Background: an optimization exercise with open tools, aiming at small area. Do not read the settings as production practice.
The RTL was checked by simulation tests, not by an equivalence proof against the original design.
Power figures rest on the tool's default switching activity, not on a simulated workload.

==> design/flow/design.v <==
module txnum #(
    parameter               I_CLK_FRQ = 96_000,
    parameter [20:0]        BAUD = 9600,
    parameter [0:0]         PARITY = 0,
    parameter [1:0]         STOP = 1,
    parameter [4:0]         RADIX = 10,
    parameter               SIZE = 32,
    parameter [4:0]         DIGITS = 0
) (
    input                   i_clk,
    input                   i_rst,
    input                   i_en,
    input signed [SIZE-1:0] i_data,
    output wire             o_tx,
    output wire             o_busy
);
    reg [3:0] bd;
    wire tick = (bd == 4'd10);
    always @(posedge i_clk)
        if (i_rst)      bd <= 4'd0;
        else if (tick)  bd <= 4'd1;
        else            bd <= bd + 4'd1;
    localparam [1:0] S_IDLE = 2'd0, S_CALC = 2'd1, S_SIGN = 2'd2, S_SEND = 2'd3;
    reg  [1:0] st;
    assign o_busy = (st != S_IDLE);
    reg  [3:0] u;
    reg        td, tn;           
    wire       uidle = (u == 4'd10);
    reg [31:0] v;                
    reg        sc;               
    reg  [3:0] r;                
    reg  [3:0] k;                
    reg        z;                
    wire [9:0] dk;
    genvar gi;
    generate for (gi = 0; gi < 10; gi = gi + 1) begin : g_dk
        assign dk[gi] = (k == gi);
    end endgenerate
    wire k10 = k[3] & k[1];
    wire [30:0] K0;
    assign K0[0] = dk[1] | dk[2] | dk[3] | dk[4] | dk[5] | dk[6] | dk[7] | dk[8] | dk[9] | k10;
    assign K0[1] = dk[2] | dk[3] | dk[4] | dk[5] | dk[6] | dk[7] | dk[8] | dk[9] | k10;
    assign K0[2] = dk[3] | dk[4] | dk[5] | dk[6] | dk[7] | dk[8] | dk[9] | k10;
    assign K0[3] = dk[1] | dk[4] | dk[5] | dk[6] | dk[7] | dk[8] | dk[9] | k10;
    assign K0[4] = dk[5] | dk[6] | dk[7] | dk[8] | dk[9] | k10;
    assign K0[5] = dk[2] | dk[3] | dk[6] | dk[7] | dk[8] | dk[9] | k10;
    assign K0[6] = dk[2] | dk[3] | dk[7] | dk[8] | dk[9] | k10;
    assign K0[7] = dk[3] | dk[5] | dk[8] | dk[9] | k10;
    assign K0[8] = dk[3] | dk[4] | dk[9] | k10;
    assign K0[9] = dk[3] | dk[4] | dk[5] | dk[6] | dk[7] | k10;
    assign K0[10] = dk[4] | dk[5] | dk[7] | k10;
    assign K0[11] = dk[9] | k10;
    assign K0[12] = dk[7] | k10;
    assign K0[13] = dk[4] | dk[8] | k10;
    assign K0[14] = dk[6] | dk[8] | dk[9] | k10;
    assign K0[15] = dk[5] | dk[7] | dk[8] | dk[9] | k10;
    assign K0[16] = dk[5] | dk[6] | dk[8] | k10;
    assign K0[17] = dk[6] | dk[9] | k10;
    assign K0[18] = dk[6] | dk[8] | k10;
    assign K0[19] = dk[6] | dk[7] | dk[9] | k10;
    assign K0[20] = dk[7] | dk[8] | dk[9] | k10;
    assign K0[21] = dk[8] | k10;
    assign K0[22] = dk[8] | k10;
    assign K0[23] = dk[7] | dk[8] | dk[9] | k10;
    assign K0[24] = dk[8] | dk[9] | k10;
    assign K0[25] = dk[9] | k10;
    assign K0[26] = dk[8] | k10;
    assign K0[27] = dk[9] | k10;
    assign K0[28] = dk[9] | k10;
    assign K0[29] = dk[9] | k10;
    assign K0[30] = k10;
    wire inv  = sc & ~dk[0] & ~k10;
    wire [30:0] nK = ~K0 ^ {31{inv}};
    wire [31:0] g;
    assign g[0] = 1'b0;
    generate for (gi = 0; gi < 31; gi = gi + 1) begin : g_cmp
        assign g[gi+1] = (v[gi] & g[gi]) | (v[gi] & nK[gi]) | (g[gi] & nK[gi]);
    end endgenerate
    wire cmp  = g[31] ^ inv;
    wire trig0 = (st == S_SIGN) & z;
    wire trigd = tick & (u == 4'd5) & td;
    wire step  = trig0 | trigd | (k != 4'd0 && st != S_CALC && st != S_IDLE);
    wire pass0 = ~(td & ~u[3] & u[2]);    
    wire xs    = sc & pass0;
    wire y1    = v[31] ^ xs;
    wire y0    = v[30] ^ xs;
    wire [3:0] ri = (k == 4'd0) ? 4'd0 : r;
    wire q1 = (ri >= 4'd5);
    wire [3:0] r1 = {ri, y1} - (q1 ? 5'd10 : 5'd0);
    wire q0 = (r1 >= 4'd5);
    wire [3:0] r2 = {r1, y0} - (q0 ? 5'd10 : 5'd0);
    wire cn = trigd ? (sc & (r == 4'd9)) : sc;
    wire [3:0] d = sc ? ((r == 4'd9) ? 4'd0 : r + 4'd1) : r;
    reg f;
    always @(*) case (u)
        4'd1: f = 1'b0;
        4'd2: f = td ? d[0] : (~tn & sc);
        4'd3: f = td ? d[1] : tn;
        4'd4: f = td ? d[2] : (~tn & sc);
        4'd5: f = td ? d[3] : (tn | sc);
        4'd6: f = td;
        4'd7: f = ~tn;
        4'd8: f = 1'b0;
        4'd9: f = 1'b0;
        default: f = 1'b1;
    endcase
    assign o_tx = f;
    always @(posedge i_clk) begin
        if (i_rst) begin
            st <= S_IDLE;
            u  <= 4'd10;
            k  <= 4'd0;
        end else begin
            if (u == 4'd15)                 u <= 4'd0;
            else if (tick && u <= 4'd9)     u <= u + 4'd1;
            else if (uidle && st == S_SIGN) begin
                u <= 4'd0; td <= 1'b0; tn <= 1'b0;
            end else if (uidle && st == S_SEND) begin
                u <= 4'd15; td <= z; tn <= ~z;
            end
            case (st)
            S_IDLE: begin
                v  <= i_data;
                sc <= i_data[31];
                k  <= 4'd0;
                if (i_en) st <= S_CALC;
            end
            S_CALC: begin
                z <= (k != 4'd0);
                if (cmp) k <= k + 4'd1;
                else begin
                    k  <= 4'd0;
                    st <= S_SIGN;
                end
            end
            S_SIGN: st <= S_SEND;
            S_SEND: if (uidle && !z) st <= S_IDLE;
            endcase
            if (step) begin
                k  <= k + 4'd1;
                v  <= {v[29:0], q1, q0};
                r  <= r2;
                sc <= cn;
                z  <= (z & ~trigd) | y1 | y0 | cn;
            end
        end
    end
endmodule
==> design/flow/run.sh <==
#!/bin/bash
# synth_recipe.tcl (not shown) runs the flow's synth.tcl, then flattens the netlist and writes it again
# the make line also repeats each setting of config.mk as NAME=value (left out here)
make -C /OpenROAD-flow-scripts/flow DESIGN_CONFIG=/design/flow/config.mk WORK_HOME=/design/flow/orfs CLKGATE_MAP_FILE= SYNTH_SCRIPT=/design/flow/synth_recipe.tcl finish
==> design/flow/config.mk <==
export PLATFORM = sky130hd
export DESIGN_NAME = txnum
export DESIGN_NICKNAME = txnum
export VERILOG_FILES = /design/flow/design.v
export SDC_FILE = /design/flow/constraint.sdc
export NUM_CORES = 4
export LEC_CHECK = 0
export ABC_AREA = 1
export CAP_MARGIN = 20
export CORE_MARGIN = 2
export CORE_UTILIZATION = 40
export SLEW_MARGIN = 20
==> design/flow/constraint.sdc <==
create_clock -name core_clock -period 14.0 [get_ports {i_clk}]
set_input_delay 2.8000 -clock core_clock [delete_from_list [all_inputs] [get_ports {i_clk}]]
set_output_delay 2.8000 -clock core_clock [all_outputs]
set_load 0.01 [all_outputs]
==> key figures <==
Outcome
  • Status: complete, no violations

CTS
  • # H-tree levels: 2
  • Post-CTS Setup Inserts: 0
  • CTS Buf Count: 5
  • Clock latency (worst-skew pair): 0.32 ns
  • TritonCTS clock tree: done
  • CTS clk-pin slew, worst paths: 0.11 ns
  • Post-CTS sizing: 0
  • Longest Clk Path Bufs: 2
  • # hold bufs at CTS: 0
  • CTS sink count: 54
  • Clock Tree Root: clkbuf_8

Drt
  • Final wirelength: 8970 µm
  • Initial DRC Count: 158
  • Remaining antenna violation count: 0
  • WL per Instance: 12.3 µm
  • Drt drc: 0
  • Vias/cell: 4.90
  • DRT Pass-1 Iters: 4
  • Via count: 3,586

Synthesis
  • Area leader, netlist: edfxtp_1
  • Multiplexer area fraction after synthesis: 0
  • Complex-gate fraction of the synthesized area: 0.136
  • Top post-synthesis cells by count: nand2_1, inv_1, o21ai_0
  • XOR/XNOR Fraction of Synth Area: 0.0352
  • EDFF count, synth: 40
  • Synth Flop Type: edfxtp_1
  • Yosys warns: 1
  • Top-area cell type share of the netlist area: 0.302
  • Count leader, synth: nand2_1
  • Adder-Cell Fraction of Synth Area: 0.0597
  • Seq cells post-synth: 54
  • Mapped cell area: 0.00398 mm²
  • Synth Area per Inst: 7.04 µm²
  • Yosys cell types: 43
  • Mapped Cells: 565
  • Async SR Flop Fraction: 0
  • Seq/Total Area, Yosys: 0.372
  • Syn Nets: 619
  • Largest family of logic cells by synthesized area: simple AND/OR/NAND/NOR gates
  • Post-Synth Simple-Gate Area: 0.294
  • Largest cells by area after synthesis: edfxtp_1, nand2_1, inv_1, dfxtp_1, ha_1

Flow run
  • Max Cap Violations: 0

Cells and area
  • Ant. Diodes: 0
  • Share of cells above drive strength 1: 0.0618
  • FILL cells: 1,035
  • Register area: 0.00148 mm²
  • Multi-input gate area: 0.00211 mm²
  • Final net count: 652
  • Post-route cell area: 0.00461 mm²
  • Area Growth Syn to Fin: 15.8%

STA
  • Maximum clock rate: 200 MHz
  • Worst slew margin: 0.516
  • Sum Neg Setup Slack: 0 ns
  • Worst Tran Pin Value: 0.725 ns
  • Slew Limit Fails: 0
  • Tmin final: 5.00 ns
  • RSZ-0062 raised after global routing: false
  • Setup violators final: 0
  • Final hold slack: 0.496 ns
  • Hold Fails Final Rpt: 0
  • Worst Clk Skew: 0.00821 ns
  • Final period util: 0.357

Critical path
  • Worst Path Required: 11.20 ns
  • Cell mode on critical path: nor3_1
  • CP max-delay cell: edfxtp_1
  • Crit path cell chain: inv_1, nor2_1, a221oi_1, nor3_1, nor3_1, nand4_1, clkdlybuf4s50_1
  • Setup CP Type: reg2out
  • CP endpoint kind: output pin
  • CP Max Fanout: 8
  • Worst Setup Start Kind: flip-flop
  • CP peak stage delay: 0.55 ns
  • Worst path arrival time: 2.20 ns
  • Flop-to-flop setup slack: 10.07 ns

Placement
  • DP Area: 0.00449 mm²
  • I/O Buffers: 36
  • Global placer's final weighted congestion: 0.867
  • Dpl hpwl: 6830 µm

Die
  • Core Area: 0.00973 mm²
  • Die height: 104 µm
  • DIE AREA: 0.0108 mm²
  • Chip width: 104 µm
  • IO Pins: 37
  • Starting Density: 0.409
  • Num rows: 36

Worst hold path
  • Hold Path Class: reg2reg

GRT
  • Vias in the first global route: 3,508
  • Gr usage total: 0.175
  • Largest net degree at the start of global routing: 34
  • Initial antenna violation count: 0
  • First-pass GRT wire length: 15,900 µm
  • Gr ovfl total: 0

Pwr
  • Worst VDD drop: 0.0000731 V
  • Power Dens Cells: 164 mW/mm²
  • Lkg Pwr: 2.27 nW
registers in the layout (all words and copies together) (netlist names), 2 cells and up:
name and flops:
bd 4, u 4, r 4, k 4, st 2, v 32
cell usage in the layout (no fill, tap or decap), types with 3 or more instances in the layout:
cell type,count
nand2_1,185
inv_1,89
o21ai_0,41
edfxtp_1,40
nor2_1,36
clkdlybuf4s50_1,36
nand3_1,28
ha_1,19
a21oi_1,16
dfxtp_1,14
xor2_1,10
o22ai_1,9
nor3_1,7
xnor2_1,6
nor2_2,5
clkbuf_8,5
a31oi_1,4
inv_2,4
o211ai_1,3
nand3_2,3
nand2_2,3
o21ai_1,3
clkinv_4,3
stage by stage:
| stage | total power, mW | setup slack, ns | instances | util |
|---|---|---|---|---|
| floorplan | 0.556 | 8.93 | 565 | - |
| global placement | 0.651 | 9.26 | 723 | 0.461 |
| detailed placement | 0.660 | 9.21 | 723 | 0.461 |
| CTS | 0.756 | 8.99 | 731 | 0.471 |
| global route | 0.835 | 8.81 | 732 | 0.474 |
| finish | 0.756 | 9.00 | 732 | 0.474 |
logic make-up after synthesis:
kind of cell	Yosys count
flops	54
buf+inv	107
simple gates	276
fa+ha+maj	19
compound gates	93
xor+xnor	16
routing by layer:
metal,part of all wire,GRT usage,vias to the layer above
met5,0,0,-
met2,0.46,0.305,64
met3,0.036,0.0334,6
li1,-,-,1886
met1,0.50,0.229,1630
met4,0.0077,0.0299,0
path summary, 6_finish.rpt:
| kind | cells after the start | to | startpoint |
|---|---|---|---|
| min reg2reg | 2 | bd[3]$_SDFF_PP0_ | bd[3]$_SDFF_PP0_ |
| max | 7 | o_tx | sc$_DFFE_PP_ |
| max reg2reg | 46 | k[2]$_SDFFE_PP0P_ | k[0]$_SDFFE_PP0P_ |
| min | 2 | bd[3]$_SDFF_PP0_ | bd[3]$_SDFF_PP0_ |
area by class of cell:
class                           count  area share
Inverter                           95      0.0782
Clock inverter                      3     0.00570
Multi-Input combinational cell    404       0.458
Timing Repair Buffer               38      0.0858
Clock buffer                        5      0.0149
Tap cell                          133      0.0361
Sequential cell                    54       0.321
power breakdown:
group / internal (mW) / switching (mW)
clock network: 0.0363 / 0.0569
registers: 0.246 / 0.0399
logic: 0.140 / 0.237
critical path, delay by kind of cell (launching register included):
| kind | cells | cell delay, ns |
|---|---|---|
| compound gates | 1 | 0.29 |
| buf+inv | 2 | 0.67 |
| flops | 1 | 0.55 |
| simple gates | 4 | 0.37 |

-- what the ideal ports hide --
The flow's constraints put no driver on any port. The routed layout listed below was extracted and timed again, unchanged, in two steps.
Step 1 assumes that a clkbuf_16 drives the clock port and a buf_2 every other input.
Step 2 moves the port delays by t, midway between the first and last clock arrival at a register: inputs arrive t later, outputs are due t later. That takes back most of the time a late clock gives input paths.
Three values: no drivers, after step 1, after step 2; two values: the first two.
shift t [ns]: 0.345
setup slack, ns: 9.003 / 8.973 / 9.318
hold WS [ns]: 0.496 / 0.496 / 0.496
worst register clock-pin slew, ns: 0.11 / 0.11
After both steps setup and hold are still met in this run. The setup slack of this run moves by -0.030 ns with the drivers and by +0.315 ns with both steps.
